This is an optimization exercise on Yosys and OpenROAD, whose aim is small area, not a production implementation. The RTL was checked by simulation tests, not by an equivalence proof against the original design. Power is estimated from default activity; no workload was simulated.

### standard.sh
#!/bin/bash
# synth_recipe.tcl (not shown) runs the flow's synth.tcl, then flattens the netlist and writes it again
# the make line also repeats each setting of config.mk as NAME=value (left out here)
make -C /OpenROAD-flow-scripts/flow DESIGN_CONFIG=/design/flow/config.mk WORK_HOME=/design/flow/orfs CLKGATE_MAP_FILE= SYNTH_SCRIPT=/design/flow/synth_recipe.tcl "${@:-finish}"
### design.v
`timescale 1ns/1ps
module font8x8_basic (
    input  wire [7:0] char_code,    
    input  wire [2:0] row,          
    output reg  [7:0] row_bits      
);
    always @* begin
        row_bits = 8'b0000_0000;
        case (char_code)
            "0": begin
                case (row)
                    3'd1: row_bits = 8'b0011_1100;
                    3'd2: row_bits = 8'b0100_0010;
                    3'd3: row_bits = 8'b0100_0010;
                    3'd4: row_bits = 8'b0100_0010;
                    3'd5: row_bits = 8'b0100_0010;
                    3'd6: row_bits = 8'b0011_1100;
                    default: ;
                endcase
            end
            "1": begin
                case (row)
                    3'd1: row_bits = 8'b0001_1000;
                    3'd2: row_bits = 8'b0010_1000;
                    3'd3: row_bits = 8'b0000_1000;
                    3'd4: row_bits = 8'b0000_1000;
                    3'd5: row_bits = 8'b0000_1000;
                    3'd6: row_bits = 8'b0011_1110;
                    default: ;
                endcase
            end
            "2": begin
                case (row)
                    3'd1: row_bits = 8'b0011_1100;
                    3'd2: row_bits = 8'b0100_0010;
                    3'd3: row_bits = 8'b0000_0100;
                    3'd4: row_bits = 8'b0000_1000;
                    3'd5: row_bits = 8'b0001_0000;
                    3'd6: row_bits = 8'b0111_1110;
                    default: ;
                endcase
            end
            "3": begin
                case (row)
                    3'd1: row_bits = 8'b0011_1100;
                    3'd2: row_bits = 8'b0100_0010;
                    3'd3: row_bits = 8'b0000_1100;
                    3'd4: row_bits = 8'b0000_1100;
                    3'd5: row_bits = 8'b0100_0010;
                    3'd6: row_bits = 8'b0011_1100;
                    default: ;
                endcase
            end
            "5": begin
                case (row)
                    3'd1: row_bits = 8'b0111_1110;
                    3'd2: row_bits = 8'b0100_0000;
                    3'd3: row_bits = 8'b0111_1100;
                    3'd4: row_bits = 8'b0000_0010;
                    3'd5: row_bits = 8'b0100_0010;
                    3'd6: row_bits = 8'b0011_1100;
                    default: ;
                endcase
            end
            "6": begin
                case (row)
                    3'd1: row_bits = 8'b0011_1100;
                    3'd2: row_bits = 8'b0100_0000;
                    3'd3: row_bits = 8'b0111_1100;
                    3'd4: row_bits = 8'b0100_0010;
                    3'd5: row_bits = 8'b0100_0010;
                    3'd6: row_bits = 8'b0011_1100;
                    default: ;
                endcase
            end
            "7": begin
                case (row)
                    3'd1: row_bits = 8'b0111_1110;
                    3'd2: row_bits = 8'b0000_0010;
                    3'd3: row_bits = 8'b0000_0100;
                    3'd4: row_bits = 8'b0000_1000;
                    3'd5: row_bits = 8'b0001_0000;
                    3'd6: row_bits = 8'b0001_0000;
                    default: ;
                endcase
            end
            "8": begin
                case (row)
                    3'd1: row_bits = 8'b0011_1100;
                    3'd2: row_bits = 8'b0100_0010;
                    3'd3: row_bits = 8'b0011_1100;
                    3'd4: row_bits = 8'b0100_0010;
                    3'd5: row_bits = 8'b0100_0010;
                    3'd6: row_bits = 8'b0011_1100;
                    default: ;
                endcase
            end
            "9": begin
                case (row)
                    3'd1: row_bits = 8'b0011_1100;
                    3'd2: row_bits = 8'b0100_0010;
                    3'd3: row_bits = 8'b0100_0010;
                    3'd4: row_bits = 8'b0011_1110;
                    3'd5: row_bits = 8'b0000_0010;
                    3'd6: row_bits = 8'b0011_1100;
                    default: ;
                endcase
            end
            "T": begin
                case (row)
                    3'd1: row_bits = 8'b0111_1110;
                    3'd2: row_bits = 8'b0001_1000;
                    3'd3: row_bits = 8'b0001_1000;
                    3'd4: row_bits = 8'b0001_1000;
                    3'd5: row_bits = 8'b0001_1000;
                    3'd6: row_bits = 8'b0001_1000;
                    default: ;
                endcase
            end
            "E": begin
                case (row)
                    3'd1: row_bits = 8'b0111_1110;
                    3'd2: row_bits = 8'b0100_0000;
                    3'd3: row_bits = 8'b0111_1100;
                    3'd4: row_bits = 8'b0100_0000;
                    3'd5: row_bits = 8'b0100_0000;
                    3'd6: row_bits = 8'b0111_1110;
                    default: ;
                endcase
            end
            "M": begin
                case (row)
                    3'd1: row_bits = 8'b0100_0010;
                    3'd2: row_bits = 8'b0110_0110;
                    3'd3: row_bits = 8'b0101_1010;
                    3'd4: row_bits = 8'b0100_0010;
                    3'd5: row_bits = 8'b0100_0010;
                    3'd6: row_bits = 8'b0100_0010;
                    default: ;
                endcase
            end
            "P": begin
                case (row)
                    3'd1: row_bits = 8'b0111_1100;
                    3'd2: row_bits = 8'b0100_0010;
                    3'd3: row_bits = 8'b0111_1100;
                    3'd4: row_bits = 8'b0100_0000;
                    3'd5: row_bits = 8'b0100_0000;
                    3'd6: row_bits = 8'b0100_0000;
                    default: ;
                endcase
            end
            "A": begin
                case (row)
                    3'd1: row_bits = 8'b0011_1100;
                    3'd2: row_bits = 8'b0100_0010;
                    3'd3: row_bits = 8'b0100_0010;
                    3'd4: row_bits = 8'b0111_1110;
                    3'd5: row_bits = 8'b0100_0010;
                    3'd6: row_bits = 8'b0100_0010;
                    default: ;
                endcase
            end
            "N": begin
                case (row)
                    3'd1: row_bits = 8'b0100_0010;
                    3'd2: row_bits = 8'b0110_0010;
                    3'd3: row_bits = 8'b0101_0010;
                    3'd4: row_bits = 8'b0100_1010;
                    3'd5: row_bits = 8'b0100_0110;
                    3'd6: row_bits = 8'b0100_0010;
                    default: ;
                endcase
            end
            "I": begin
                case (row)
                    3'd1: row_bits = 8'b0011_1100;
                    3'd2: row_bits = 8'b0001_1000;
                    3'd3: row_bits = 8'b0001_1000;
                    3'd4: row_bits = 8'b0001_1000;
                    3'd5: row_bits = 8'b0001_1000;
                    3'd6: row_bits = 8'b0011_1100;
                    default: ;
                endcase
            end
            "R": begin
                case (row)
                    3'd1: row_bits = 8'b0111_1100;
                    3'd2: row_bits = 8'b0100_0010;
                    3'd3: row_bits = 8'b0111_1100;
                    3'd4: row_bits = 8'b0100_1000;
                    3'd5: row_bits = 8'b0100_0100;
                    3'd6: row_bits = 8'b0100_0010;
                    default: ;
                endcase
            end
            "F": begin
                case (row)
                    3'd1: row_bits = 8'b0111_1110;
                    3'd2: row_bits = 8'b0100_0000;
                    3'd3: row_bits = 8'b0111_1100;
                    3'd4: row_bits = 8'b0100_0000;
                    3'd5: row_bits = 8'b0100_0000;
                    3'd6: row_bits = 8'b0100_0000;
                    default: ;
                endcase
            end
            "O": begin
                case (row)
                    3'd1: row_bits = 8'b0011_1100;
                    3'd2: row_bits = 8'b0100_0010;
                    3'd3: row_bits = 8'b0100_0010;
                    3'd4: row_bits = 8'b0100_0010;
                    3'd5: row_bits = 8'b0100_0010;
                    3'd6: row_bits = 8'b0011_1100;
                    default: ;
                endcase
            end
            "S": begin
                case (row)
                    3'd1: row_bits = 8'b0011_1110;
                    3'd2: row_bits = 8'b0100_0000;
                    3'd3: row_bits = 8'b0011_1100;
                    3'd4: row_bits = 8'b0000_0010;
                    3'd5: row_bits = 8'b0000_0010;
                    3'd6: row_bits = 8'b0111_1100;
                    default: ;
                endcase
            end
            "V": begin
                case (row)
                    3'd1: row_bits = 8'b0100_0010;
                    3'd2: row_bits = 8'b0100_0010;
                    3'd3: row_bits = 8'b0100_0010;
                    3'd4: row_bits = 8'b0010_0100;
                    3'd5: row_bits = 8'b0010_0100;
                    3'd6: row_bits = 8'b0001_1000;
                    default: ;
                endcase
            end
            "Y": begin
                case (row)
                    3'd1: row_bits = 8'b0100_0010;
                    3'd2: row_bits = 8'b0010_0100;
                    3'd3: row_bits = 8'b0001_1000;
                    3'd4: row_bits = 8'b0001_1000;
                    3'd5: row_bits = 8'b0001_1000;
                    3'd6: row_bits = 8'b0001_1000;
                    default: ;
                endcase
            end
           "4": begin
                case (row)
                    3'd1: row_bits = 8'b0000_1100;
                    3'd2: row_bits = 8'b0001_0100;
                    3'd3: row_bits = 8'b0010_0100;
                    3'd4: row_bits = 8'b0111_1110;
                    3'd5: row_bits = 8'b0000_0100;
                    3'd6: row_bits = 8'b0000_0100;
                    default: ;
                endcase
            end
            " ": begin
            end
            default: begin
            end
        endcase
    end
endmodule
`timescale 1ns/1ps
module vga_char_glyph #(
    parameter integer CH_W = 8,
    parameter integer CH_H = 8
)(
    input  wire       clk_pix,
    input  wire       rst_pix,
    input  wire [9:0] hcount,        
    input  wire [9:0] vcount,
    input  wire       active_video,  
    input  wire [9:0] x0,            
    input  wire [9:0] y0,            
    input  wire [7:0] char_code,     
    output reg        pixel_on       
);
    wire in_box =
        active_video &&
        (hcount >= x0) && (hcount < x0 + CH_W) &&
        (vcount >= y0) && (vcount < y0 + CH_H);
    wire [9:0] rel_x = hcount - x0;
    wire [9:0] rel_y = vcount - y0;
    wire [2:0] col = rel_x[2:0];    
    wire [2:0] row = rel_y[2:0];    
    wire [7:0] row_bits;
    font8x8_basic u_font (
        .char_code(char_code),
        .row      (row),
        .row_bits (row_bits)
    );
    wire font_bit = row_bits[7 - col];
    always @(posedge clk_pix) begin
        if (rst_pix) begin
            pixel_on <= 1'b0;
        end else begin
            pixel_on <= in_box && font_bit;
        end
    end
endmodule
`timescale 1ns/1ps
module vga_status_overlay #(
    parameter signed [15:0] TEMP_Q15_COLD = 16'sd4096,
    parameter signed [15:0] TEMP_Q15_HOT  = 16'sd16384
)(
    input  wire        pix_clk,
    input  wire        rst,
    input  wire [9:0]  hcount,
    input  wire [9:0]  vcount,
    input  wire        active_video,
    input  wire        frame_tick,
    input  wire [11:0] rgb_bg,
    input  wire  signed [15:0] sample_q15,
    input  wire  signed [15:0] duty_q15,
    input  wire         fan_temp_on,
    input  wire         fan_manual_on,
    input  wire         fan_pir_on,
    input  wire         fan_on,
    input  wire [7:0]   uart_tx_byte,
    input  wire         uart_tx_vld,
    input  wire         byte_accepted,
    input  wire  signed [15:0] theta_q15,
    input  wire         pir_active,
    input  wire         pir_rise,
    input  wire  signed [15:0] enc_pos,
    input  wire                enc_step_pulse,
    input  wire                enc_dir,
    input  wire        sw_temp_en,
    input  wire        sw_manual_en,
    input  wire        sw_pir_en,
    output reg  [11:0] rgb_out
);
    wire [9:0] h = hcount;
    wire [9:0] v = vcount;
    reg rst_q, rst_qq;
    always @(posedge pix_clk) begin
        rst_q  <= rst;
        rst_qq <= rst_q;
    end
    wire s1_clr = rst_q | rst_qq;         
    wire ld     = frame_tick & ~rst;      
    wire ld_v   = ld & ~s1_clr;           
    reg [6:0]  st_s0, st_s1;       
    reg [15:0] smp_s0;
    reg [7:0]  smp_s1;             
    reg [3:0]  smp_s1_fb;          
    reg [8:0]  dty_s0;             
    reg [7:0]  dty_s1;             
    reg        dty_s1_neg;
    reg [15:0] th_s0;
    reg [8:0]  th_s1;              
    reg        th_s1_neg;
    reg [7:0]  txb_s0, txb_s1;
    reg [4:0]  ev_s0, ev_s1;       
    reg        dir_s0, dir_s1;
    reg [15:0] enc_s0, enc_s1;
    reg [17:0] th_y;
    reg [8:0]  th_deg;
    reg        th_c, th_a;
    integer    tci;
    always @* begin
        th_c = 1'b0;
        for (tci = 0; tci < 18; tci = tci + 1) begin
            th_a = (tci >= 2 && tci < 17) ? th_s0[tci-2] : 1'b0;
            th_y[tci] = (tci < 15 ? th_s0[tci] : 1'b0) ^ th_a ^ th_c;
            th_c = ((tci < 15 ? th_s0[tci] : 1'b0) & th_a) |
                   (th_c & ((tci < 15 ? th_s0[tci] : 1'b0) ^ th_a));
        end
        th_c = 1'b0;
        for (tci = 3; tci < 12; tci = tci + 1)
            th_c = (th_y[tci] & th_y[tci-3]) | (th_c & (th_y[tci] ^ th_y[tci-3]));
        for (tci = 12; tci < 21; tci = tci + 1) begin
            th_a = (tci < 18) ? th_y[tci] : 1'b0;
            th_deg[tci-12] = th_a ^ th_y[tci-3] ^ th_c;
            th_c = (th_a & th_y[tci-3]) | (th_c & (th_a ^ th_y[tci-3]));
        end
    end
    reg [3:0] smp_fb;
    reg       fb_c, fb_a;
    integer   fbi;
    always @* begin
        fb_c = 1'b0;
        for (fbi = 2; fbi < 7; fbi = fbi + 1)
            fb_c = (smp_s0[fbi] & smp_s0[fbi-2]) | (fb_c & (smp_s0[fbi] ^ smp_s0[fbi-2]));
        for (fbi = 7; fbi < 11; fbi = fbi + 1) begin
            fb_a = (fbi < 8) ? smp_s0[fbi] : 1'b0;
            smp_fb[fbi-7] = fb_a ^ ((fbi - 2 < 8) ? smp_s0[fbi-2] : 1'b0) ^ fb_c;
            fb_c = (fb_a & ((fbi - 2 < 8) ? smp_s0[fbi-2] : 1'b0)) |
                   (fb_c & (fb_a ^ ((fbi - 2 < 8) ? smp_s0[fbi-2] : 1'b0)));
        end
    end
    always @(posedge pix_clk) begin
        st_s0  <= {fan_temp_on, fan_manual_on, fan_pir_on, fan_on,
                   sw_temp_en, sw_manual_en, sw_pir_en};
        st_s1  <= st_s0;
        smp_s0 <= sample_q15;
        smp_s1 <= smp_s0[15:8];
        smp_s1_fb <= smp_fb;
        dty_s0 <= duty_q15[15:7];
        dty_s1 <= dty_s0[7:0];
        dty_s1_neg <= dty_s0[8];
        th_s0  <= theta_q15;
        th_s1  <= th_deg;
        th_s1_neg <= th_s0[15];
        txb_s0 <= uart_tx_byte;
        txb_s1 <= txb_s0;
        ev_s0  <= {uart_tx_vld, byte_accepted, pir_rise, enc_step_pulse, pir_active};
        ev_s1  <= ev_s0;
        dir_s0 <= enc_dir;
        dir_s1 <= dir_s0;
        enc_s0 <= enc_pos;
        enc_s1 <= enc_s0;
    end
    wire [4:0] ev = ev_s1 & {5{~s1_clr}};    
    wire tx_vld_sync = ev[4];
    wire ba_sync     = ev[3];
    wire pir_rise_s1 = ev[2];
    wire enc_step_s1 = ev[1];
    wire pir_act_s1  = ev[0];
    reg [3:0] ev_prev;    
    always @(posedge pix_clk)
        ev_prev <= ev[4:1];
    wire tx_vld_rise = tx_vld_sync & ~ev_prev[3];
    wire ba_rise     = ba_sync     & ~ev_prev[2];
    wire pir_rise_px = pir_rise_s1 & ~ev_prev[1];
    wire enc_step_px = enc_step_s1 & ~ev_prev[0];
    reg [6:0] st_pix;
    reg [7:0] temp_code;       
    reg [3:0] temp_fb;         
    reg [7:0] duty_pix;        
    reg [8:0] deg;             
    always @(posedge pix_clk) begin
        if (rst) begin
            st_pix    <= 7'd0;
            temp_code <= 8'd0;
            temp_fb   <= 4'd0;
            duty_pix  <= 8'd0;
            deg       <= 9'd0;
        end else if (frame_tick) begin
            st_pix    <= s1_clr ? 7'd0 : st_s1;
            temp_code <= s1_clr ? 8'd0 : smp_s1;
            temp_fb   <= s1_clr ? 4'd0 : smp_s1_fb;
            duty_pix  <= (s1_clr | dty_s1_neg) ? 8'd0 : dty_s1;
            deg       <= (s1_clr | th_s1_neg) ? 9'd0 : th_s1;
        end
    end
    wire        t_lo = temp_code[7] | (temp_code[6:4] == 3'd0);
    wire        t_hi = temp_code[6];
    wire [5:0]  t_c6 = {temp_code[5:4] - 2'd1, temp_code[3:0]};    
    wire [8:0]  t_x  = {t_c6, 3'd0} + {2'd0, t_c6, 1'b0} + {5'd0, temp_fb};
    reg  [7:0]  t_div3;
    reg  [1:0]  t_rem;
    reg  [2:0]  t_xx;
    integer     ti;
    always @* begin
        t_rem = 2'd0;
        t_div3 = 8'd0;
        for (ti = 8; ti >= 0; ti = ti - 1) begin
            t_xx = {t_rem, t_x[ti]};
            case (t_xx)
                3'd0: begin t_rem = 2'd0; if (ti < 8) t_div3[ti] = 1'b0; end
                3'd1: begin t_rem = 2'd1; if (ti < 8) t_div3[ti] = 1'b0; end
                3'd2: begin t_rem = 2'd2; if (ti < 8) t_div3[ti] = 1'b0; end
                3'd3: begin t_rem = 2'd0; if (ti < 8) t_div3[ti] = 1'b1; end
                3'd4: begin t_rem = 2'd1; if (ti < 8) t_div3[ti] = 1'b1; end
                default: begin t_rem = 2'd2; if (ti < 8) t_div3[ti] = 1'b1; end
            endcase
        end
    end
    wire [7:0]  temp_h = t_lo ? 8'd0 : t_hi ? 8'd159 : t_div3;
    wire fan_temp_pix   = st_pix[6];
    wire fan_manual_pix = st_pix[5];
    wire fan_pir_pix    = st_pix[4];
    wire fan_on_pix     = st_pix[3];
    wire sw_temp_pix    = st_pix[2];
    wire sw_manual_pix  = st_pix[1];
    wire sw_pir_pix     = st_pix[0];
    reg [7:0] rot_h;           
    reg       enc_chg_d1, enc_chg;
    reg       enc_dir_pix;
    reg [7:0] enc_h10;
    reg       enc_c, enc_a;
    integer   ei;
    always @* begin
        enc_c = enc_s1[15] & (enc_s1[7:0] == 8'd0);
        for (ei = 0; ei < 8; ei = ei + 1) begin
            enc_a = enc_s1[8+ei] ^ enc_s1[15];
            enc_h10[ei] = enc_a ^ enc_c ^ ((8'd10 >> ei) & 1'b1);
            enc_c = ((8'd10 >> ei) & 1'b1) ? (enc_a | enc_c) : (enc_a & enc_c);
        end
    end
    always @(posedge pix_clk) begin
        rot_h       <= (rst | s1_clr) ? 8'd10 : enc_h10;
        enc_dir_pix <= (rst | s1_clr) ? 1'b0 : dir_s1;
        enc_chg_d1  <= (rst | rst_q) ? 1'b0 :
                       rst_qq ? (enc_s0 != 16'd0) : (enc_s0 != enc_s1);
        enc_chg     <= rst ? 1'b0 : enc_chg_d1;
    end
    reg [5:0] pir_cnt;  reg pir_nz;
    reg [5:0] rot_cnt;  reg rot_nz;
    reg [7:0] ul;        
    reg [15:0] ucount;
    reg [7:0]  uart_acc;
    localparam [7:0] UL_SEED = 8'h01;
    function [7:0] ul_step;    
        input [7:0] s;
        ul_step = {s[6:0], s[7] ^ s[5] ^ s[4] ^ s[3]};
    endfunction
    localparam [7:0] UL_LAST = 8'h80;    
    always @(posedge pix_clk) begin
        if (rst) begin
            pir_cnt <= 6'd0; pir_nz <= 1'b0;
            rot_cnt <= 6'd0; rot_nz <= 1'b0;
            ul      <= 8'd0;
            ucount  <= 16'd0;
            uart_acc <= 8'd0;
        end else begin
            if (pir_rise_px) begin
                pir_cnt <= 6'd63; pir_nz <= 1'b1;
            end else if (frame_tick && pir_nz)
                pir_cnt <= pir_cnt - 6'd1;
            if (enc_chg || enc_step_px) begin
                rot_cnt <= 6'd63; rot_nz <= 1'b1;
            end else if (frame_tick && rot_nz)
                rot_cnt <= rot_cnt - 6'd1;
            if (tx_vld_rise)
                ul <= UL_SEED;
            else if (frame_tick && ul != 8'd0)
                ul <= (ul == UL_LAST) ? 8'd0 : ul_step(ul);
            if (ba_rise) begin
                ucount   <= ucount + 16'd1;
                uart_acc <= txb_s1;
            end
        end
    end
    function [7:0] font8;
        input [4:0] c;
        input [2:0] r;
        begin
            case ({c, r})
                {5'd1, 3'd1}: font8 = 8'b00111100;  
                {5'd1, 3'd2}: font8 = 8'b01000010;  
                {5'd1, 3'd3}: font8 = 8'b01000010;  
                {5'd1, 3'd4}: font8 = 8'b01000010;  
                {5'd1, 3'd5}: font8 = 8'b01000010;  
                {5'd1, 3'd6}: font8 = 8'b00111100;  
                {5'd2, 3'd1}: font8 = 8'b01111110;  
                {5'd2, 3'd2}: font8 = 8'b01000000;  
                {5'd2, 3'd3}: font8 = 8'b01111100;  
                {5'd2, 3'd4}: font8 = 8'b00000010;  
                {5'd2, 3'd5}: font8 = 8'b01000010;  
                {5'd2, 3'd6}: font8 = 8'b00111100;  
                {5'd3, 3'd1}: font8 = 8'b00111100;  
                {5'd3, 3'd2}: font8 = 8'b01000000;  
                {5'd3, 3'd3}: font8 = 8'b01111100;  
                {5'd3, 3'd4}: font8 = 8'b01000010;  
                {5'd3, 3'd5}: font8 = 8'b01000010;  
                {5'd3, 3'd6}: font8 = 8'b00111100;  
                {5'd4, 3'd1}: font8 = 8'b01111110;  
                {5'd4, 3'd2}: font8 = 8'b00000010;  
                {5'd4, 3'd3}: font8 = 8'b00000100;  
                {5'd4, 3'd4}: font8 = 8'b00001000;  
                {5'd4, 3'd5}: font8 = 8'b00010000;  
                {5'd4, 3'd6}: font8 = 8'b00010000;  
                {5'd5, 3'd1}: font8 = 8'b00111100;  
                {5'd5, 3'd2}: font8 = 8'b01000010;  
                {5'd5, 3'd3}: font8 = 8'b01000010;  
                {5'd5, 3'd4}: font8 = 8'b00111110;  
                {5'd5, 3'd5}: font8 = 8'b00000010;  
                {5'd5, 3'd6}: font8 = 8'b00111100;  
                {5'd6, 3'd1}: font8 = 8'b00111100;  
                {5'd6, 3'd2}: font8 = 8'b01000010;  
                {5'd6, 3'd3}: font8 = 8'b01000010;  
                {5'd6, 3'd4}: font8 = 8'b01111110;  
                {5'd6, 3'd5}: font8 = 8'b01000010;  
                {5'd6, 3'd6}: font8 = 8'b01000010;  
                {5'd7, 3'd1}: font8 = 8'b01111110;  
                {5'd7, 3'd2}: font8 = 8'b01000000;  
                {5'd7, 3'd3}: font8 = 8'b01111100;  
                {5'd7, 3'd4}: font8 = 8'b01000000;  
                {5'd7, 3'd5}: font8 = 8'b01000000;  
                {5'd7, 3'd6}: font8 = 8'b01111110;  
                {5'd8, 3'd1}: font8 = 8'b01111110;  
                {5'd8, 3'd2}: font8 = 8'b01000000;  
                {5'd8, 3'd3}: font8 = 8'b01111100;  
                {5'd8, 3'd4}: font8 = 8'b01000000;  
                {5'd8, 3'd5}: font8 = 8'b01000000;  
                {5'd8, 3'd6}: font8 = 8'b01000000;  
                {5'd9, 3'd1}: font8 = 8'b00111100;  
                {5'd9, 3'd2}: font8 = 8'b00011000;  
                {5'd9, 3'd3}: font8 = 8'b00011000;  
                {5'd9, 3'd4}: font8 = 8'b00011000;  
                {5'd9, 3'd5}: font8 = 8'b00011000;  
                {5'd9, 3'd6}: font8 = 8'b00111100;  
                {5'd10, 3'd1}: font8 = 8'b01000010;  
                {5'd10, 3'd2}: font8 = 8'b01100110;  
                {5'd10, 3'd3}: font8 = 8'b01011010;  
                {5'd10, 3'd4}: font8 = 8'b01000010;  
                {5'd10, 3'd5}: font8 = 8'b01000010;  
                {5'd10, 3'd6}: font8 = 8'b01000010;  
                {5'd11, 3'd1}: font8 = 8'b01000010;  
                {5'd11, 3'd2}: font8 = 8'b01100010;  
                {5'd11, 3'd3}: font8 = 8'b01010010;  
                {5'd11, 3'd4}: font8 = 8'b01001010;  
                {5'd11, 3'd5}: font8 = 8'b01000110;  
                {5'd11, 3'd6}: font8 = 8'b01000010;  
                {5'd12, 3'd1}: font8 = 8'b00111100;  
                {5'd12, 3'd2}: font8 = 8'b01000010;  
                {5'd12, 3'd3}: font8 = 8'b01000010;  
                {5'd12, 3'd4}: font8 = 8'b01000010;  
                {5'd12, 3'd5}: font8 = 8'b01000010;  
                {5'd12, 3'd6}: font8 = 8'b00111100;  
                {5'd13, 3'd1}: font8 = 8'b01111100;  
                {5'd13, 3'd2}: font8 = 8'b01000010;  
                {5'd13, 3'd3}: font8 = 8'b01111100;  
                {5'd13, 3'd4}: font8 = 8'b01000000;  
                {5'd13, 3'd5}: font8 = 8'b01000000;  
                {5'd13, 3'd6}: font8 = 8'b01000000;  
                {5'd14, 3'd1}: font8 = 8'b01111100;  
                {5'd14, 3'd2}: font8 = 8'b01000010;  
                {5'd14, 3'd3}: font8 = 8'b01111100;  
                {5'd14, 3'd4}: font8 = 8'b01001000;  
                {5'd14, 3'd5}: font8 = 8'b01000100;  
                {5'd14, 3'd6}: font8 = 8'b01000010;  
                {5'd15, 3'd1}: font8 = 8'b00111110;  
                {5'd15, 3'd2}: font8 = 8'b01000000;  
                {5'd15, 3'd3}: font8 = 8'b00111100;  
                {5'd15, 3'd4}: font8 = 8'b00000010;  
                {5'd15, 3'd5}: font8 = 8'b00000010;  
                {5'd15, 3'd6}: font8 = 8'b01111100;  
                {5'd16, 3'd1}: font8 = 8'b01111110;  
                {5'd16, 3'd2}: font8 = 8'b00011000;  
                {5'd16, 3'd3}: font8 = 8'b00011000;  
                {5'd16, 3'd4}: font8 = 8'b00011000;  
                {5'd16, 3'd5}: font8 = 8'b00011000;  
                {5'd16, 3'd6}: font8 = 8'b00011000;  
                {5'd17, 3'd1}: font8 = 8'b01000010;  
                {5'd17, 3'd2}: font8 = 8'b01000010;  
                {5'd17, 3'd3}: font8 = 8'b01000010;  
                {5'd17, 3'd4}: font8 = 8'b00100100;  
                {5'd17, 3'd5}: font8 = 8'b00100100;  
                {5'd17, 3'd6}: font8 = 8'b00011000;  
                {5'd18, 3'd1}: font8 = 8'b01000010;  
                {5'd18, 3'd2}: font8 = 8'b00100100;  
                {5'd18, 3'd3}: font8 = 8'b00011000;  
                {5'd18, 3'd4}: font8 = 8'b00011000;  
                {5'd18, 3'd5}: font8 = 8'b00011000;  
                {5'd18, 3'd6}: font8 = 8'b00011000;  
                default: font8 = 8'd0;
            endcase
        end
    endfunction
    function [4:0] leg_char;
        input [7:0] q;
        case (q)
            8'd87: leg_char = 5'd16;
            8'd88: leg_char = 5'd16;
            8'd89: leg_char = 5'd12;
            8'd90: leg_char = 5'd12;
            8'd91: leg_char = 5'd8;
            8'd92: leg_char = 5'd8;
            8'd107: leg_char = 5'd16;
            8'd108: leg_char = 5'd16;
            8'd109: leg_char = 5'd10;
            8'd110: leg_char = 5'd10;
            8'd111: leg_char = 5'd13;
            8'd112: leg_char = 5'd13;
            8'd127: leg_char = 5'd15;
            8'd128: leg_char = 5'd15;
            8'd129: leg_char = 5'd14;
            8'd130: leg_char = 5'd14;
            8'd131: leg_char = 5'd17;
            8'd132: leg_char = 5'd17;
            8'd147: leg_char = 5'd15;
            8'd148: leg_char = 5'd15;
            8'd149: leg_char = 5'd18;
            8'd150: leg_char = 5'd18;
            8'd151: leg_char = 5'd15;
            8'd152: leg_char = 5'd15;
            default: leg_char = 5'd0;
        endcase
    endfunction
    function [4:0] fan_char;
        input [6:0] q;
        case (q)
            7'd41: fan_char = 5'd10;
            7'd42: fan_char = 5'd6;
            7'd43: fan_char = 5'd11;
            7'd51: fan_char = 5'd16;
            7'd52: fan_char = 5'd7;
            7'd53: fan_char = 5'd10;
            7'd54: fan_char = 5'd13;
            7'd61: fan_char = 5'd13;
            7'd62: fan_char = 5'd9;
            7'd63: fan_char = 5'd14;
            7'd71: fan_char = 5'd8;
            7'd72: fan_char = 5'd6;
            7'd73: fan_char = 5'd11;
            default: fan_char = 5'd0;
        endcase
    endfunction
    function [4:0] t60_char;
        input [6:0] q;
        case (q)
            7'd57: t60_char = 5'd3;
            7'd58: t60_char = 5'd1;
            7'd59: t60_char = 5'd8;
            default: t60_char = 5'd0;
        endcase
    endfunction
    function [4:0] t75_char;
        input [6:0] q;
        case (q)
            7'd57: t75_char = 5'd4;
            7'd58: t75_char = 5'd2;
            7'd59: t75_char = 5'd8;
            default: t75_char = 5'd0;
        endcase
    endfunction
    function [4:0] t90_char;
        input [6:0] q;
        case (q)
            7'd57: t90_char = 5'd5;
            7'd58: t90_char = 5'd1;
            7'd59: t90_char = 5'd8;
            default: t90_char = 5'd0;
        endcase
    endfunction
    function ge10;    
        input [9:0] a;
        input [9:0] b;
        integer i;
        reg r;
        begin
            r = 1'b1;
            for (i = 0; i < 10; i = i + 1)
                r = b[i] ? (a[i] & r) : (a[i] | r);
            ge10 = r;
        end
    endfunction
    function inr;     
        input [9:0] a;
        input [9:0] lo;
        input [9:0] hi;
        inr = ge10(a, lo) & ge10(hi, a);
    endfunction
    wire in_leg_txt = inr(v, 10'd20, 10'd27);
    wire in_fan_txt = inr(v, 10'd40, 10'd47);
    wire in_t60     = inr(v, 10'd432, 10'd439);
    wire in_t75     = inr(v, 10'd358, 10'd365);
    wire in_t90     = inr(v, 10'd285, 10'd292);
    wire [4:0] tch = (in_leg_txt ? leg_char(h[9:2]) : 5'd0) |
                     (in_fan_txt ? fan_char(h[9:3]) : 5'd0) |
                     (in_t60     ? t60_char(h[9:3]) : 5'd0) |
                     (in_t75     ? t75_char(h[9:3]) : 5'd0) |
                     (in_t90     ? t90_char(h[9:3]) : 5'd0);
    wire [2:0] trow = v[2:0] - (in_leg_txt ? 3'd4 : in_t75 ? 3'd6 : in_t90 ? 3'd5 : 3'd0);
    wire [2:0] tcol = {h[2] ^ in_leg_txt, h[1:0]};
    wire [7:0] tbits = font8(tch, trow);
    wire       tpix  = active_video & tbits[~tcol];
    reg text_q, tick_q;
    always @(posedge pix_clk) begin
        if (rst) begin
            text_q <= 1'b0;
            tick_q <= 1'b0;
        end else begin
            text_q <= tpix & (in_leg_txt | in_fan_txt);
            tick_q <= tpix & (in_t60 | in_t75 | in_t90);
        end
    end
    wire vb_td = inr(v, 10'd429, 10'd435);
    wire box_t = vb_td && inr(h, 10'd488, 10'd504);
    wire box_d = vb_td && inr(h, 10'd568, 10'd584);
    wire box_h = inr(v, 10'd132, 10'd138) && inr(h, 10'd328, 10'd344);
    wire box_u = inr(v, 10'd114, 10'd120) && inr(h, 10'd388, 10'd410);
    wire [6:0] pct = ge10({3'd0, duty_pix[7:1]}, 10'd101) ? 7'd100 : duty_pix[7:1];
    wire [8:0] dval = box_t ? {1'b0, temp_code} :
                      box_d ? {2'b00, pct} : deg;
    function [3:0] add3;
        input [3:0] x;
        case (x)
            4'd5: add3 = 4'd8;
            4'd6: add3 = 4'd9;
            4'd7: add3 = 4'd10;
            4'd8: add3 = 4'd11;
            4'd9: add3 = 4'd12;
            default: add3 = x;
        endcase
    endfunction
    reg [11:0] bcd;
    integer bi;
    always @* begin
        bcd = 12'd0;
        for (bi = 8; bi >= 0; bi = bi - 1) begin
            bcd = {add3(bcd[11:8]), add3(bcd[7:4]), add3(bcd[3:0])};
            bcd = {bcd[10:0], dval[bi]};
        end
    end
    wire [4:0] xw = h[4:0] - (box_u ? 5'd4 : box_d ? 5'd24 : 5'd8);
    reg [1:0] didx;
    reg [2:0] dcol;
    always @* begin
        case (xw)
            5'd0, 5'd1, 5'd2, 5'd3, 5'd4, 5'd5:       didx = 2'd0;
            5'd6, 5'd7, 5'd8, 5'd9, 5'd10, 5'd11:     didx = 2'd1;
            5'd12, 5'd13, 5'd14, 5'd15, 5'd16, 5'd17: didx = 2'd2;
            default:                                  didx = 2'd3;
        endcase
        case (xw)
            5'd0, 5'd6, 5'd12, 5'd18: dcol = 3'd0;
            5'd1, 5'd7, 5'd13, 5'd19: dcol = 3'd1;
            5'd2, 5'd8, 5'd14, 5'd20: dcol = 3'd2;
            5'd3, 5'd9, 5'd15, 5'd21: dcol = 3'd3;
            5'd4, 5'd10, 5'd16, 5'd22: dcol = 3'd4;
            default:                  dcol = 3'd5;
        endcase
    end
    wire [2:0] drow = v[2:0] - (box_u ? 3'd2 : box_h ? 3'd4 : 3'd5);
    reg [3:0] dsel;
    always @* begin
        if (box_u) begin
            case (didx)
                2'd0: dsel = ucount[15:12];
                2'd1: dsel = ucount[11:8];
                2'd2: dsel = ucount[7:4];
                default: dsel = ucount[3:0];
            endcase
        end else begin
            case (didx)
                2'd0: dsel = bcd[11:8];
                2'd1: dsel = bcd[7:4];
                default: dsel = bcd[3:0];
            endcase
        end
    end
    function [34:0] digit_5x7_bitmap;
        input [3:0] d;
        begin
            case (d)
                4'd0: digit_5x7_bitmap = 35'b01110_10001_10011_10101_11001_10001_01110;
                4'd1: digit_5x7_bitmap = 35'b00100_01100_00100_00100_00100_00100_01110;
                4'd2: digit_5x7_bitmap = 35'b01110_10001_00001_00010_00100_01000_11111;
                4'd3: digit_5x7_bitmap = 35'b01110_10001_00001_00110_00001_10001_01110;
                4'd4: digit_5x7_bitmap = 35'b00010_00110_01010_10010_11111_00010_00010;
                4'd5: digit_5x7_bitmap = 35'b11111_10000_11110_00001_00001_10001_01110;
                4'd6: digit_5x7_bitmap = 35'b00110_01000_10000_11110_10001_10001_01110;
                4'd7: digit_5x7_bitmap = 35'b11111_00001_00010_00100_01000_01000_01000;
                4'd8: digit_5x7_bitmap = 35'b01110_10001_10001_01110_10001_10001_01110;
                4'd9: digit_5x7_bitmap = 35'b01110_10001_10001_01111_00001_00010_01100;
                default: digit_5x7_bitmap = 35'd0;
            endcase
        end
    endfunction
    wire [34:0] dbits = digit_5x7_bitmap(dsel);
    reg  [4:0]  drow_bits;
    always @* begin
        case (drow)
            3'd0: drow_bits = dbits[34:30];
            3'd1: drow_bits = dbits[29:25];
            3'd2: drow_bits = dbits[24:20];
            3'd3: drow_bits = dbits[19:15];
            3'd4: drow_bits = dbits[14:10];
            3'd5: drow_bits = dbits[9:5];
            default: drow_bits = dbits[4:0];
        endcase
    end
    reg dpix;
    always @* begin
        case (dcol)
            3'd0: dpix = drow_bits[4];
            3'd1: dpix = drow_bits[3];
            3'd2: dpix = drow_bits[2];
            3'd3: dpix = drow_bits[1];
            3'd4: dpix = drow_bits[0];
            default: dpix = 1'b0;
        endcase
    end
    wire digit_on = (box_t | box_d | box_h | box_u) && dpix;
    wire in_col0 = inr(h, 10'd320, 10'd399);
    wire in_col1 = inr(h, 10'd400, 10'd479);
    wire in_col2 = inr(h, 10'd480, 10'd559);
    wire in_col3 = inr(h, 10'd560, 10'd639);
    wire in_legend = inr(v, 10'd16, 10'd27);
    wire in_fanrow = inr(v, 10'd32, 10'd63);
    wire in_statrow = inr(v, 10'd64, 10'd95);
    wire temp_cold = ~ge10({2'd0, temp_h}, 10'd53);
    wire temp_hot  = ge10({2'd0, temp_h}, 10'd106);
    wire [2:0] hp_hi = h[9:5] == 5'd15 ? 3'd0 : h[9:5] == 5'd16 ? 3'd1 :
                       h[9:5] == 5'd17 ? 3'd2 : h[9:5] == 5'd18 ? 3'd3 : 3'd4;
    wire in_pir = inr(v, 10'd96, 10'd127) && inr(h, 10'd480, 10'd639) &&
                  (pir_nz ? ge10({4'd0, pir_cnt}, {4'd0, hp_hi, h[4:2]}) : (h == 10'd480));
    wire in_ubits = inr(v, 10'd102, 10'd121) && inr(h, 10'd324, 10'd475);
    reg ubit;
    always @* begin
        if (ge10(10'd342, h)) ubit = uart_acc[7];
        else if (ge10(10'd361, h)) ubit = uart_acc[6];
        else if (ge10(10'd380, h)) ubit = uart_acc[5];
        else if (ge10(10'd399, h)) ubit = uart_acc[4];
        else if (ge10(10'd418, h)) ubit = uart_acc[3];
        else if (ge10(10'd437, h)) ubit = uart_acc[2];
        else if (ge10(10'd456, h)) ubit = uart_acc[1];
        else                   ubit = uart_acc[0];
    end
    wire segr1 = inr(v, 10'd196, 10'd205);
    wire segr2 = inr(v, 10'd206, 10'd215);
    wire segc0 = inr(h, 10'd584, 10'd591);
    wire segc1 = inr(h, 10'd595, 10'd602);
    wire segc2 = inr(h, 10'd606, 10'd613);
    wire segc3 = inr(h, 10'd617, 10'd624);
    wire in_seg = (segr1 | segr2) & (segc0 | segc1 | segc2 | segc3);
    wire [6:0] dp = duty_pix[7:1];
    wire [9:0] dpx = {3'd0, dp};
    wire seg_lit = segr1 ? (segc0 ? ge10(dpx, 10'd13) : segc1 ? ge10(dpx, 10'd25) :
                            segc2 ? ge10(dpx, 10'd38) : ge10(dpx, 10'd50))
                         : (segc0 ? ge10(dpx, 10'd63) : segc1 ? ge10(dpx, 10'd75) :
                            segc2 ? ge10(dpx, 10'd88) : ge10(dpx, 10'd100));
    reg [8:0] vu;
    reg       vu_b;
    integer   vui;
    always @* begin
        vu_b = 1'b0;
        for (vui = 0; vui < 9; vui = vui + 1) begin
            vu[vui] = v[vui] ^ vu_b ^ ((9'd440 >> vui) & 1'b1);
            vu_b = ((9'd440 >> vui) & 1'b1) ? (v[vui] & vu_b) : (v[vui] | vu_b);
        end
    end
    wire v_le440 = ge10(10'd440, v);
    wire in_tbar = inr(h, 10'd488, 10'd507) && v_le440 && ge10({2'd0, temp_h}, {1'b0, vu});
    wire in_dbar = inr(h, 10'd568, 10'd587) && v_le440 && ge10({2'd0, duty_pix}, {1'b0, vu});
    wire in_rbar = inr(h, 10'd624, 10'd639) && ge10(10'd430, v) && ge10({2'd0, rot_h}, {1'b0, vu});
    wire in_tick = inr(h, 10'd482, 10'd487) &&
                   ((v == 10'd435) || (v == 10'd436) || (v == 10'd361) ||
                    (v == 10'd362) || (v == 10'd288) || (v == 10'd289));
    wire cx_mid = inr(h, 10'd597, 10'd602);
    wire cy_mid = inr(v, 10'd141, 10'd146);
    wire comp_N = cx_mid && inr(v, 10'd133, 10'd138);
    wire comp_S = cx_mid && inr(v, 10'd149, 10'd154);
    wire comp_W = cy_mid && inr(h, 10'd589, 10'd594);
    wire comp_E = cy_mid && inr(h, 10'd605, 10'd610);
    wire comp_C = cx_mid && cy_mid;
    wire [9:0] degx = {1'b0, deg};
    wire d45 = ge10(degx, 10'd45), d135 = ge10(degx, 10'd135);
    wire d225 = ge10(degx, 10'd225), d315 = ge10(degx, 10'd315);
    wire dir_N = ~d45 | d315;
    wire dir_E = d45 & ~d135;
    wire dir_S = d135 & ~d225;
    wire dir_W = d225 & ~d315;
    wire [3:0] rl = rot_nz ? rot_cnt[5:2] : 4'd0;
    wire stat_sys_ok = fan_on_pix | pir_act_s1 | ba_sync;
    wire comp_dir = (comp_N && dir_N) || (comp_E && dir_E) ||
                    (comp_S && dir_S) || (comp_W && dir_W);
    wire comp_any = comp_N | comp_E | comp_S | comp_W | comp_C;
    wire [11:0] rot_c = enc_dir_pix ? {1'b0, rl[3:1], rl, 4'h0} : {rl, 4'h0, 1'b0, rl[3:1]};
    wire        grp_b = in_rbar | comp_any;
    wire [11:0] col_b = ({12{in_rbar}} & rot_c) |
                        ({12{comp_any}} & (comp_dir ? 12'hFFF : 12'h888));
    wire st0 = in_statrow && in_col0, st1 = in_statrow && in_col1;
    wire st2 = in_statrow && in_col2, st3 = in_statrow && in_col3;
    wire fn0 = in_fanrow && in_col0,  fn1 = in_fanrow && in_col1;
    wire fn2 = in_fanrow && in_col2,  fn3 = in_fanrow && in_col3;
    wire lg0 = in_legend && in_col0,  lg1 = in_legend && in_col1;
    wire lg2 = in_legend && in_col2,  lg3 = in_legend && in_col3;
    wire [11:0] c_tbar = temp_cold ? 12'h04F : temp_hot ? 12'hF00 : 12'h0F0;
    wire [11:0] c_seg  = seg_lit ? 12'h0F0 : 12'h060;
    wire [11:0] c_ubit = ubit ? 12'h0FF : 12'h222;
    wire [11:0] c_pir  = pir_act_s1 ? 12'h0F0 : 12'hFF0;
    wire [11:0] c_st0  = (ul != 8'd0) ? 12'h0FF : 12'h222;
    wire [11:0] c_st1  = temp_hot ? 12'hF00 : temp_cold ? 12'h00F : 12'h0F0;
    wire [11:0] c_st2  = rot_nz ? 12'h0F0 : 12'h222;
    wire [11:0] c_st3  = stat_sys_ok ? 12'hF0F : 12'h222;
    wire [11:0] c_fn0  = !sw_manual_pix ? 12'h222 : fan_manual_pix ? 12'h04F : 12'h027;
    wire [11:0] c_fn1  = !sw_temp_pix ? 12'h222 : fan_temp_pix ? 12'hF80 : 12'h630;
    wire [11:0] c_fn2  = !sw_pir_pix ? 12'h222 : fan_pir_pix ? 12'h0F0 : 12'h050;
    wire [11:0] c_fn3  = fan_on_pix ? 12'hFFF : 12'hF0F;
    wire low_any = in_tbar | in_seg | in_ubits | in_pir |
                   st0 | st1 | st2 | st3 | fn0 | fn1 | fn2 | fn3 |
                   lg0 | lg1 | lg2 | lg3;
    wire [11:0] low_c = ({12{in_tbar}}  & c_tbar) | ({12{in_seg}} & c_seg) |
                        ({12{in_ubits}} & c_ubit) | ({12{in_pir}} & c_pir) |
                        ({12{st0}} & c_st0) | ({12{st1}} & c_st1) |
                        ({12{st2}} & c_st2) | ({12{st3}} & c_st3) |
                        ({12{fn0}} & c_fn0) | ({12{fn1}} & c_fn1) |
                        ({12{fn2}} & c_fn2) | ({12{fn3}} & c_fn3) |
                        ({12{lg0}} & 12'h00F) | ({12{lg1}} & 12'h0F0) |
                        ({12{lg2}} & 12'h0FF) | ({12{lg3}} & 12'hF0F);
    wire        grp_d = digit_on | in_dbar | low_any;
    wire [11:0] col_d = digit_on ? (box_u ? 12'h0FF : 12'hFFF) :
                        in_dbar  ? {4'h0, duty_pix[7:4], 4'h0} : low_c;
    always @* begin
        if (!active_video)
            rgb_out = 12'h000;
        else if (text_q)
            rgb_out = 12'hFFF;
        else if (grp_b)
            rgb_out = col_b;
        else if (tick_q | in_tick)
            rgb_out = 12'hFFF;
        else if (grp_d)
            rgb_out = col_d;
        else
            rgb_out = rgb_bg;
    end
endmodule
### constraint.sdc
create_clock -name core_clock -period 20.0 [get_ports {pix_clk}]
set_input_delay 4.0000 -clock core_clock [delete_from_list [all_inputs] [get_ports {pix_clk}]]
set_output_delay 4.0000 -clock core_clock [all_outputs]
set_load 0.01 [all_outputs]
### flow/run.sh
#!/bin/bash
# Layout flow: the standard ORFS flow (standard.sh) with these changes:
#  - synthesis: no adder/half-adder cell extraction (ADDER_MAP_FILE empty),
#    and an area-oriented ABC mapping script (five rounds of
#    dc2; &dch -f; &nf -a). The rest of synthesis is the standard script
#    (synth_recipe.tcl), so the registers and their names are those of the
#    standard synthesis;
#  - plain buf_1 cells as port buffers (every input and output port still
#    gets its own buffer; repair_design resizes them where needed);
#  - clock tree synthesis with clkbuf_8 cells, small clusters and no dummy
#    loads.
# Each tool's full output goes to a log file in this folder (ORFS also keeps
# its per-step logs under orfs/logs).
set -euo pipefail
here=$(pwd)
rm -rf "$here/scripts_area"
cp -r "$FLOW_HOME/scripts" "$here/scripts_area"
round='strash\ndc2\n&get -n\n&st\n&dch -f\n&nf -R 1000 -a\n&put\n'
printf "${round}${round}${round}${round}${round}topo\nstime -c\n" > "$here/scripts_area/abc_area.script"
cp "$here/scripts_area/abc_area.script" "$here/scripts_area/abc_speed.script"
SCRIPTS_DIR="$here/scripts_area" ADDER_MAP_FILE= bash standard.sh synth > flow_synth.log 2>&1
export BUFFER_PORTS_ARGS="-buffer_cell sky130_fd_sc_hd__buf_1"
export CTS_ARGS="-sink_clustering_enable -repair_clock_nets -dont_use_dummy_load -buf_list sky130_fd_sc_hd__clkbuf_8 -sink_clustering_size 16 -sink_clustering_max_diameter 60"
bash standard.sh > flow_layout.log 2>&1
### config.mk
export PLATFORM = sky130hd
export DESIGN_NAME = vga_status_overlay
export DESIGN_NICKNAME = vga_status_overlay
export VERILOG_FILES = /design/flow/design.v
export SDC_FILE = /design/flow/constraint.sdc
export NUM_CORES = 4
export LEC_CHECK = 0
export ABC_AREA = 1
export CAP_MARGIN = 20
export CORE_MARGIN = 2
export CORE_UTILIZATION = 40
export GPL_TIMING_DRIVEN = 0
export SLEW_MARGIN = 20
==> summary.txt, run 1 <==
Critical Path End Type output port; Core Area 31700 um2; Synth Cell Area ~13000 um2; Remaining Overflow, GRT 0; WP data required between 15 and 20 ns; Max-slew headroom 22.5%; die width 184 um; Pwr Total 1.07 mW; Slew Viols, Final 0; Post-CTS Setup Bufs 0; leakage slightly above 5 nW; Place WS ~1.0 ns; Final WS setup around 1.1 ns; Post-Synth XOR/XNOR Area a little over 5%; detailed-route wire length per cell 17.2 um; dominant cells by area after synthesis dfxtp_1, nand2_1, nor2_1; CP max FO 24; drt total wl ~39000 um; min cycle time layout around 19 ns; most common cell in the netlist nand2_1; HPWL after DPL approximately 30000 um; PwrDens ~74 nW/um2; EDFF count, synth 0; family with the most delay on the worst path simple AND/OR/NAND/NOR gates; initial antenna violation count 1; Post-Synth Simple-Gate Area between 20% and 30%; fill cell count roughly 3300; CTS tree done; area share of fa/ha/maj cells after synthesis less than 1%; final net count slightly below 2000; global-route wire length before repair 62300 um; # hold bufs at CTS 0; clk sinks 247; WS Path Type primary input to output port; Cells after Synth 1707; worst path buffer plus inverter count 5; die area between 30000 and 40000 um2; most frequent cell on the critical path o21ai_0; Multi-input gate area roughly 7700 um2; actual slew at the worst max-slew pin about 1.2 ns; CP max-delay cell clkdlybuf4s15_1; Hold Startpoint txb_s0[7]$_DFF_P_; root buffer cell clkbuf_8; CTS H-Tree Depth 1; Primary FF master, synth dfxtp_1; Initial DRC Count between 900 and 1000; Post-CTS Resized 0; via/cell ratio 5.79; routability cong. approximately 0.97; residual DRC count 0; largest net degree at the start of global routing just under 50; Unique masters post-synth 62; Post-Syn Nets roughly 1800; CTS Buf Count 23; FF+latch area around 4900 um2; DIE HEIGHT approximately 180 um; flops & latches, synth approximately 250; Hold Violations, Final 0; Final ANT Viol Nets 0; largest family of logic cells by synthesized area simple AND/OR/NAND/NOR gates; layout cells sized above 1 under 10%; Yosys top cell area share 38.3%; I/O pin cnt ~130; max cap viols 0; status complete, no violations; initial core utilization just over 40%; final setup fails 0; clk_skew approximately 0.037 ns; Skew-Pair Late Insertion Delay between 0.5 and 0.6 ns; FP Rows 65; fin util 45.2%; VDD IR max 0.0000549 V; Setup crit start hcount[5]; IO buf count approximately 130; critical path startpoint category primary input; vias in the first global route 12200; drt pass-1 iters 8; Worst EP arrival ~15 ns; Area Overhead vs Synth 10.9%; Max Freq about 53 MHz; maximum clock path buffer count 3; Synth Area in Compound Gates 25.4%; Final Non-Filler Cells about 2300; cell taking the most area after synthesis dfxtp_1; Hold WC Path Type register to register; Placed Cells 2240; Setup TNS 0 ns; final instance area roughly 14000 um2; Tot GR Track Use a little under a quarter; Vias ~13000; Worst R2R Start th_s0[3]$_DFF_P_; Commonest cells post-synth nand2_1, dfxtp_1, nor2_1; RSZ-0062 raised after global routing false; period utilisation layout a little over nine tenths; Placement Cell Area between 10000 and 15000 um2; async set-reset flop share out of synthesis 0%; mux contribution to synthesized area under 10%; Clock Pin Slew Worst Setup and Hold Paths around 0.03 ns; Synth Warn # 1; worst hold slack about 0.33 ns; register area share after synthesis between 30% and 40%; Crit path largest cell delay ~0.81 ns; syn_area_per_cell roughly 7.6 um2
-- cells in the final DEF, fill, tap and decap left out, types with 22 or more instances in the layout --
| cell type | count |
|---|---|
| a21oi_1 | 142 |
| xor2_1 | 29 |
| o22ai_1 | 25 |
| and3_1 | 22 |
| nor3_1 | 58 |
| nor2_1 | 228 |
| xnor2_1 | 47 |
| nand2_1 | 251 |
| buf_1 | 122 |
| dfxtp_1 | 247 |
| o21ai_0 | 115 |
| a31oi_1 | 22 |
| clkbuf_8 | 23 |
| clkinv_1 | 79 |
| a211oi_1 | 46 |
| nand3_1 | 57 |
| and2_0 | 31 |
-- report_power, final --
group | internal (mW) | switching (mW) | total [mW]
clock | 0.102 | 0.157 | 0.259
combinational | 0.0953 | 0.164 | 0.260
sequential | 0.524 | 0.0228 | 0.547
total | 0.722 | 0.344 | 1.07
-- cells by family (layout without fill, tap and decap cells) --
family | Yosys count | in the layout
AND/OR/NAND/NOR | 768 | 768
AO/OA/AOI/OAI | 514 | 514
flip-flops | 247 | 247
buffers and inverters | 79 | 233
XOR/XNOR | 76 | 76
multiplexers | 14 | 14
adder cells (fa/ha/maj) | 9 | 9
other | 0 | 1
-- final cells by class --
type                            count  share of cell area, %
Sequential cell                   247                   34.5
Timing Repair Buffer              131                   3.90
Clock buffer                       23                   2.21
Inverter                           79                   2.07
Antenna cell                        1                 0.0175
Tap cell                          402                   3.51
Multi-Input combinational cell   1381                   53.8
-- sequential cells by signal, indices dropped and copies added (netlist names), 9 cells and up --
register / cells
enc_s0: 16
enc_s1: 16
smp_s0: 16
th_s0: 16
ucount: 16
deg: 9
dty_s0: 9
th_s1: 9
-- layer usage --
metal  share of wire [%]  vias to the layer above  global-route usage [%]
li1                    -                     6522                       -
met1                  45                     6039                    30.3
met2                  45                      463                    37.2
met3                 6.3                       75                    3.63
met4                 3.5                        0                    8.00
met5                   0                        -                       0
-- worst paths after layout --
| path | to | slack, ns | depth (start not counted) |
|---|---|---|---|
| worst max-delay path | rgb_out[5] | 1.10 | 46 |
| worst min-delay path | txb_s1[7]$_DFF_P_ | 0.33 | 0 |
| worst max register to register | th_s1[8]$_DFF_P_ | 13.92 | 29 |
| worst min register to register | txb_s1[7]$_DFF_P_ | 0.33 | 0 |
==> run 2, diff against run 1 <==
--- a/config.mk
+++ b/config.mk
@@ -10,4 +10,3 @@
 export CORE_MARGIN = 2
 export CORE_UTILIZATION = 40
-export GPL_TIMING_DRIVEN = 0
 export SLEW_MARGIN = 20
==> run 2 against run 1 <==
Compared with the run above: still clean on timing, DRC and antenna; non-clock buffer count up 11; combinational power about the same; worst setup slack better by 0.88 ns; clock skew rose by 0.054 ns; global-route usage decreased by 0.59 points; clock-buffer cell count did not move; synthesized cell count stayed put; wire length is 1.9% lower; critical path type unchanged; highest routed layer unchanged.
==> summary.txt, run 2 <==
routability cong. 0.980 (+0.82%); Synth Warn # 1 (unchanged); Max-slew headroom 28.3% (+5.8 points); most common cell in the netlist nand2_1; Pwr Total 1.07 mW (+0.40%); met3 WL 2490 um (+0.93%); actual slew at the worst max-slew pin 1.07 ns (-0.0862 ns); DR WL met2 17100 um (-2.7%); EDFF count, synth 0 (unchanged); Final ANT Viol Nets 0 (unchanged); Initial DRC Count 952 (-1.1%); Clock Pin Slew Worst Setup and Hold Paths 0.05 ns (+0.02 ns); via/cell ratio 5.70 (-1.4%); Area Overhead vs Synth 11.1%; commonest non-fill, non-tap cell in the layout nand2_1; Final Non-Filler Cells 2274 (+0.44%); Antenna diodes 0 (-1); clk sinks 247 (unchanged); Post-CTS Setup Bufs 0 (unchanged); Tot GR Track Use 22.1% (-0.59 points); Slew Viols, Final 0 (unchanged); final net count 1995 (+0.55%); IO buf count 125 (unchanged); die area 33700 um2 (unchanged); global-route wire length before repair 60600 um (-2.6%); Hold Violations, Final 0 (unchanged); Post-CTS Resized 0 (unchanged); Placed Cells 2251 (+0.49%); flops & latches, synth 247 (unchanged); CP max FO 13 (-46%); async set-reset flop share out of synthesis 0% (unchanged); Core Area 31700 um2 (unchanged); Setup TNS 0 ns (unchanged); register area share after synthesis 38.3% (unchanged); VDD IR max 0.0000778 V (+42%); Primary FF master, synth dfxtp_1; largest net degree at the start of global routing 86 (+76%); critical path startpoint category primary input; period utilisation layout 90.1% (-4.4 points); DIE HEIGHT 184 um (unchanged); Worst EP arrival 14.01 ns (-0.89 ns); Yosys top cell area share 38.3% (unchanged); max cap viols 0 (unchanged); drt total wl 38200 um (-1.9%); WS Path Type primary input to output port; Unique masters post-synth 62 (unchanged); dominant cells by area after synthesis dfxtp_1, nand2_1, nor2_1; Commonest cells post-synth nand2_1, dfxtp_1, nor2_1; most frequent cell on the critical path o21ai_0; I/O pin cnt 133 (unchanged); WP data required 16.00 ns (about the same); residual DRC count 0 (unchanged); fill cell count 3247 (-2.0%); PwrDens 74.5 nW/um2 (+0.18%); root buffer cell clkbuf_8; met1 WL 17300 um (-1.5%); Post-Syn Nets 1828 (unchanged); Synth Cell Area 12900 um2 (unchanged); CTS H-Tree Depth 1 (unchanged); final setup fails 0 (unchanged); clk_skew 0.0903 ns (+0.0536 ns); Max Freq 55.5 MHz (+4.9%); maximum clock path buffer count 3 (unchanged); Remaining Overflow, GRT 0 (unchanged); syn_area_per_cell 7.57 um2 (unchanged); HPWL after DPL 29200 um (-2.9%); cell taking the most area after synthesis dfxtp_1; CTS Buf Count 23 (unchanged); CTS tree done; RSZ-0062 raised after global routing false; Cells after Synth 1707 (unchanged); leading cell types in the layout, fill and taps excluded nand2_1, dfxtp_1, nor2_1; CP max-delay cell buf_1; FP Rows 65 (unchanged); layout cells sized above 1 2.40% (+0.47 points); worst hold slack 0.325 ns (-0.000241 ns); status complete, no violations; die width 184 um (unchanged); drt pass-1 iters 6 (-2); Crit path largest cell delay 0.54 ns (-0.27 ns); leakage 5.20 nW (+0.75%); Critical Path End Type output port; # hold bufs at CTS 0 (unchanged); Hold WC Path Type register to register; initial core utilization 40.7% (unchanged); Skew-Pair Late Insertion Delay 0.60 ns (+0.04 ns); Vias 13000 (-0.98%); vias in the first global route 11900 (-2.8%); detailed-route wire length per cell 16.8 um (-2.3%); initial antenna violation count 0 (-1); highest metal used met4; min cycle time layout 18.01 ns (-0.884 ns)
==> run 2: cell counts after synthesis <==
No cell type changed its count.
==> run 2: cells by family after synthesis <==
group           after synthesis  share of synthesized area [%]
flops                       247                           38.3
xor+xnor                     76                           5.15
buf+inv                      79                           2.30
simple gates                768                           27.1
mux                          14                           1.08
fa+ha+maj                     9                          0.697
compound gates              514                           25.4
==> run 2: worst paths after layout <==
check              startpoint                to  slack [ns]  cells after the start
max                 vcount[2]        rgb_out[2]        1.99                     44
min          st_s0[5]$_DFF_P_  st_s1[5]$_DFF_P_        0.33                      0
max reg2reg  th_s0[3]$_DFF_P_  th_s1[7]$_DFF_P_       13.82                     29
min reg2reg  st_s0[5]$_DFF_P_  st_s1[5]$_DFF_P_        0.33                      0
==> run 2: critical path: cells and delay by family <==
kind                   cells  cell delay (ns)
AOI/OAI and AO/OA         19             4.98
and+or+nand+nor           20             3.69
buffers and inverters      4             0.98
muxes                      1             0.31
==> run 2: area by class of cell <==
type,instances,area [um2],area share [%]
multi-input combinational,1381,7690,53.6
timing repair buffer,142,599,4.18
tap,402,503,3.50
sequential,247,4940,34.5
inverter,79,297,2.07
clock buffer,23,317,2.21
==> run 2: where the power goes <==
part	switching, mW	internal [mW]	total [mW]
Clock	0.160	0.102	0.262
Combinational	0.165	0.0958	0.261
Sequential	0.0229	0.524	0.547
Total	0.348	0.722	1.07
==> run 2: through the flow <==
step                cell area (um2)  setup slack [ns]  utilization, %
global route                  14400              1.09            45.3
finish                        14400              1.99            45.3
floorplan                     12900              4.10               -
detailed placement            14000              2.14            44.2
CTS                           14300              2.08            45.2
global placement              14000              2.33            44.2
==> run 2: routing by layer <==
metal  track usage [%]  up-vias
met1              30.0     5921
met4              8.13        0
met2              36.2      459
met3              2.58       67
met5                 0        -
li1                  -     6524
==> run 3, diff against run 2 <==
--- a/flow/run.sh
+++ b/flow/run.sh
@@ -3,5 +3,5 @@
 #  - synthesis: no adder/half-adder cell extraction (ADDER_MAP_FILE empty),
 #    and an area-oriented ABC mapping script (five rounds of
-#    dc2; &dch -f; &nf -a). The rest of synthesis is the standard script
+#    dc2; &dch -f; &nf -a -R 3000 -F 12 -A 12). The rest of synthesis is the standard script
 #    (synth_recipe.tcl), so the registers and their names are those of the
 #    standard synthesis;
@@ -16,5 +16,5 @@
 rm -rf "$here/scripts_area"
 cp -r "$FLOW_HOME/scripts" "$here/scripts_area"
-round='strash\ndc2\n&get -n\n&st\n&dch -f\n&nf -R 1000 -a\n&put\n'
+round='strash\ndc2\n&get -n\n&st\n&dch -f\n&nf -R 3000 -a -F 12 -A 12\n&put\n'
 printf "${round}${round}${round}${round}${round}topo\nstime -c\n" > "$here/scripts_area/abc_area.script"
 cp "$here/scripts_area/abc_area.script" "$here/scripts_area/abc_speed.script"
==> run 3 against run 2 <==
Compared with the run above: critical path type unchanged; largest cell class unchanged; largest power group unchanged; die area is 0.18% lower; power rose by 0.24%; highest routed layer unchanged; sequential power about the same; still clean; clock skew down 0.0057 ns; wire length shrank 1.4%.
==> summary.txt, run 3 <==
dominant cells by area after synthesis dfxtp_1, nand2_1, nor2_1; Post-CTS Setup Bufs 0 (unchanged); Hold Startpoint txb_s0[2]$_DFF_P_; Slew Viols, Final 0 (unchanged); CP max FO 19 (+6); VDD IR max 0.0000528 V (-32%); Max-slew headroom 33.5% (+5.2 points); CTS tree done; maximum clock path buffer count 3 (unchanged); CP max-delay cell nor2_1; residual DRC count 0 (unchanged); Commonest cells post-synth nand2_1, dfxtp_1, nor2_1; die area 33700 um2 (-0.18%); most used routing layer met2; CTS H-Tree Depth 1 (unchanged); HPWL after DPL 28600 um (-2.2%); EDFF count, synth 0 (unchanged); flops & latches, synth 247 (unchanged); Clock Pin Slew Worst Setup and Hold Paths 0.09 ns (+0.04 ns); Area Overhead vs Synth 11.8%; Initial DRC Count 1010 (+6.1%); Vias 13100 (+1.2%); largest net degree at the start of global routing 86 (unchanged); Hold WC Path Type register to register; Setup crit start hcount[4]; critical path startpoint category primary input; leakage 5.20 nW (about the same); DIE HEIGHT 184 um (about the same); global-route wire length before repair 59900 um (-1.1%); met1 GRT Util 28.2% (-1.7 points); actual slew at the worst max-slew pin 0.988 ns (-0.0800 ns); initial core utilization 40.8% (about the same); die width 184 um (about the same); Critical Path End Type output port; Worst EP arrival 13.72 ns (-0.29 ns); Hold Violations, Final 0 (unchanged); Yosys top cell area share 38.4% (+0.071 points); clk_skew 0.0846 ns (-0.00570 ns); GR Layer Usage met3 3.82% (+1.2 points); Setup TNS 0 ns (unchanged); IO buf count 125 (unchanged); Post-Syn Nets 1811 (-0.93%); clk sinks 247 (unchanged); Synth Cell Area 12900 um2 (-0.18%); Crit path largest cell delay 0.64 ns (+0.10 ns); most frequent cell on the critical path o21ai_0; syn_area_per_cell 7.63 um2 (+0.82%); drt pass-1 iters 8 (+2); Final ANT Viol Nets 0 (unchanged); final setup fails 0 (unchanged); layout cells sized above 1 2.90% (+0.49 points); I/O pin cnt 133 (unchanged); leading cell types in the layout, fill and taps excluded nand2_1, dfxtp_1, nor2_1; Tot GR Track Use 21.7% (-0.45 points); Post-CTS Resized 0 (unchanged); final net count 1986 (-0.45%); Max Freq 56.4 MHz (+1.7%); async set-reset flop share out of synthesis 0% (unchanged); min cycle time layout 17.72 ns (-0.298 ns); WS Path Type primary input to output port; Remaining Overflow, GRT 0 (unchanged); root buffer cell clkbuf_8; via/cell ratio 5.79 (+1.5%); status complete, no violations; cell taking the most area after synthesis dfxtp_1; Primary FF master, synth dfxtp_1; PwrDens 74.4 nW/um2 (-0.16%); CTS Buf Count 25 (+8.7%); WP data required 16.00 ns (about the same); Unique masters post-synth 59 (-4.8%); Core Area 31600 um2 (-0.26%); vias in the first global route 11900 (+0.27%); met2 global-route usage 36.3% (+0.060 points); detailed-route wire length per cell 16.6 um (-1.1%); RSZ-0062 raised after global routing false; FP Rows 65 (unchanged); commonest non-fill, non-tap cell in the layout nand2_1; most common cell in the netlist nand2_1; drt total wl 37700 um (-1.4%); initial antenna violation count 1 (+1); Pwr Total 1.07 mW (+0.24%); Cells after Synth 1690 (-1.0%); period utilisation layout 88.6% (-1.5 points); Synth Warn # 1 (unchanged); # hold bufs at CTS 0 (unchanged); routability cong. 0.982 (+0.20%); Skew-Pair Late Insertion Delay 0.61 ns (about the same); register area share after synthesis 38.4% (+0.071 points); Worst R2R Start th_s0[3]$_DFF_P_; max cap viols 0 (unchanged)
[run 3: cell types whose count changed in the layout (fill, tap and decap cells not counted), sizes merged, moves of 5 or more]
cell,delta
clkinv,-9
a22oi,+6
o21ai,+13
a31o,-5
nor2b,+11
a31oi,+14
nand2b,-6
nor2,-29
or3,-6
buf,+6
[run 3: kinds of logic (layout without fill, tap and decap cells)]
family	Yosys count	count (layout)	share of synthesized area (%)
simple gates	730	730	25.9
compound gates	542	542	26.6
flops	247	247	38.4
xor+xnor	74	74	5.03
buf+inv	70	243	2.04
mux	14	14	1.10
fa+ha+maj	13	13	1.01
other cells	0	1	0
[run 3: area by class of cell]
cell class | count | area, um2
Antenna cell | 1 | 2.50
Clock buffer | 25 | 344
Fill cell | 3249 | 17200
Inverter | 70 | 263
Multi-Input combinational cell | 1373 | 7710
Sequential cell | 247 | 4940
Tap cell | 402 | 503
Timing Repair Buffer | 148 | 644
[run 3: final timing paths]
kind,to,slack [ns],depth (start not counted)
worst max-delay path,rgb_out[2],2.28,49
worst max register to register,th_s1[8]$_DFF_P_,13.80,30
worst min register to register,txb_s1[2]$_DFF_P_,0.31,0
worst min-delay path,txb_s1[2]$_DFF_P_,0.31,0
[run 3: through the flow]
step / hold slack, ns / setup slack [ns] / area, um2 / utilization [%] / cells
after floorplan: 0.310 / 3.92 / 12900 / - / 1690
after global placement: 0.312 / 2.71 / 14100 / 44.4 / 2240
after detailed placement: 0.313 / 2.61 / 14100 / 44.4 / 2240
after CTS: 0.317 / 2.58 / 14400 / 45.5 / 2265
after global routing: 0.310 / 1.32 / 14400 / 45.5 / 2266
final: 0.313 / 2.28 / 14400 / 45.5 / 2266
[run 3: per-layer routing]
metal  wire, um  part of all wire, %  vias up
met4       1220                  3.2        0
met5          0                    0        -
met3       2800                  7.4       84
li1           -                    -     6533
met1      16600                   44     5979
met2      17000                   45      528
[run 3: critical path, delay by kind of cell]
kind / cells / cell delay (ns)
muxes: 1 / 0.21
AOI/OAI and AO/OA: 24 / 4.60
buffers and inverters: 6 / 1.06
and+or+nand+nor: 18 / 3.84
[run 3: power breakdown]
group          switching [mW]  total (mW)  internal, mW
sequential             0.0228       0.547         0.524
clock                   0.158       0.268         0.110
combinational           0.162       0.258        0.0958
total                   0.343        1.07         0.730

## port drivers added, routing unchanged
How much do the figures lean on ideal ports? The routed layouts below were timed once more, with nothing changed but the port constraints.
Step 1: set_driving_cell puts a clkbuf_16 on pix_clk and a buf_2 on each other input, an assumption about the parent block.
Step 2, shift: input delay + t, output delay - t, t = (earliest + latest rising clock arrival at the registers) / 2. This alone moves slack from input paths to output paths.
Slacks: ideal / step 1 / step 2; pairs: ideal / step 1.
run	shift t [ns]	setup slack, ns	worst data-port slew with drivers (ns)
run 1	0.603	1.103 / 1.067 / 1.067	0.09
run 2	0.598	1.987 / 1.951 / 1.951	0.06
run 3	0.615	2.284 / 2.260 / 2.260	0.08
After both steps every run listed still meets setup and hold.
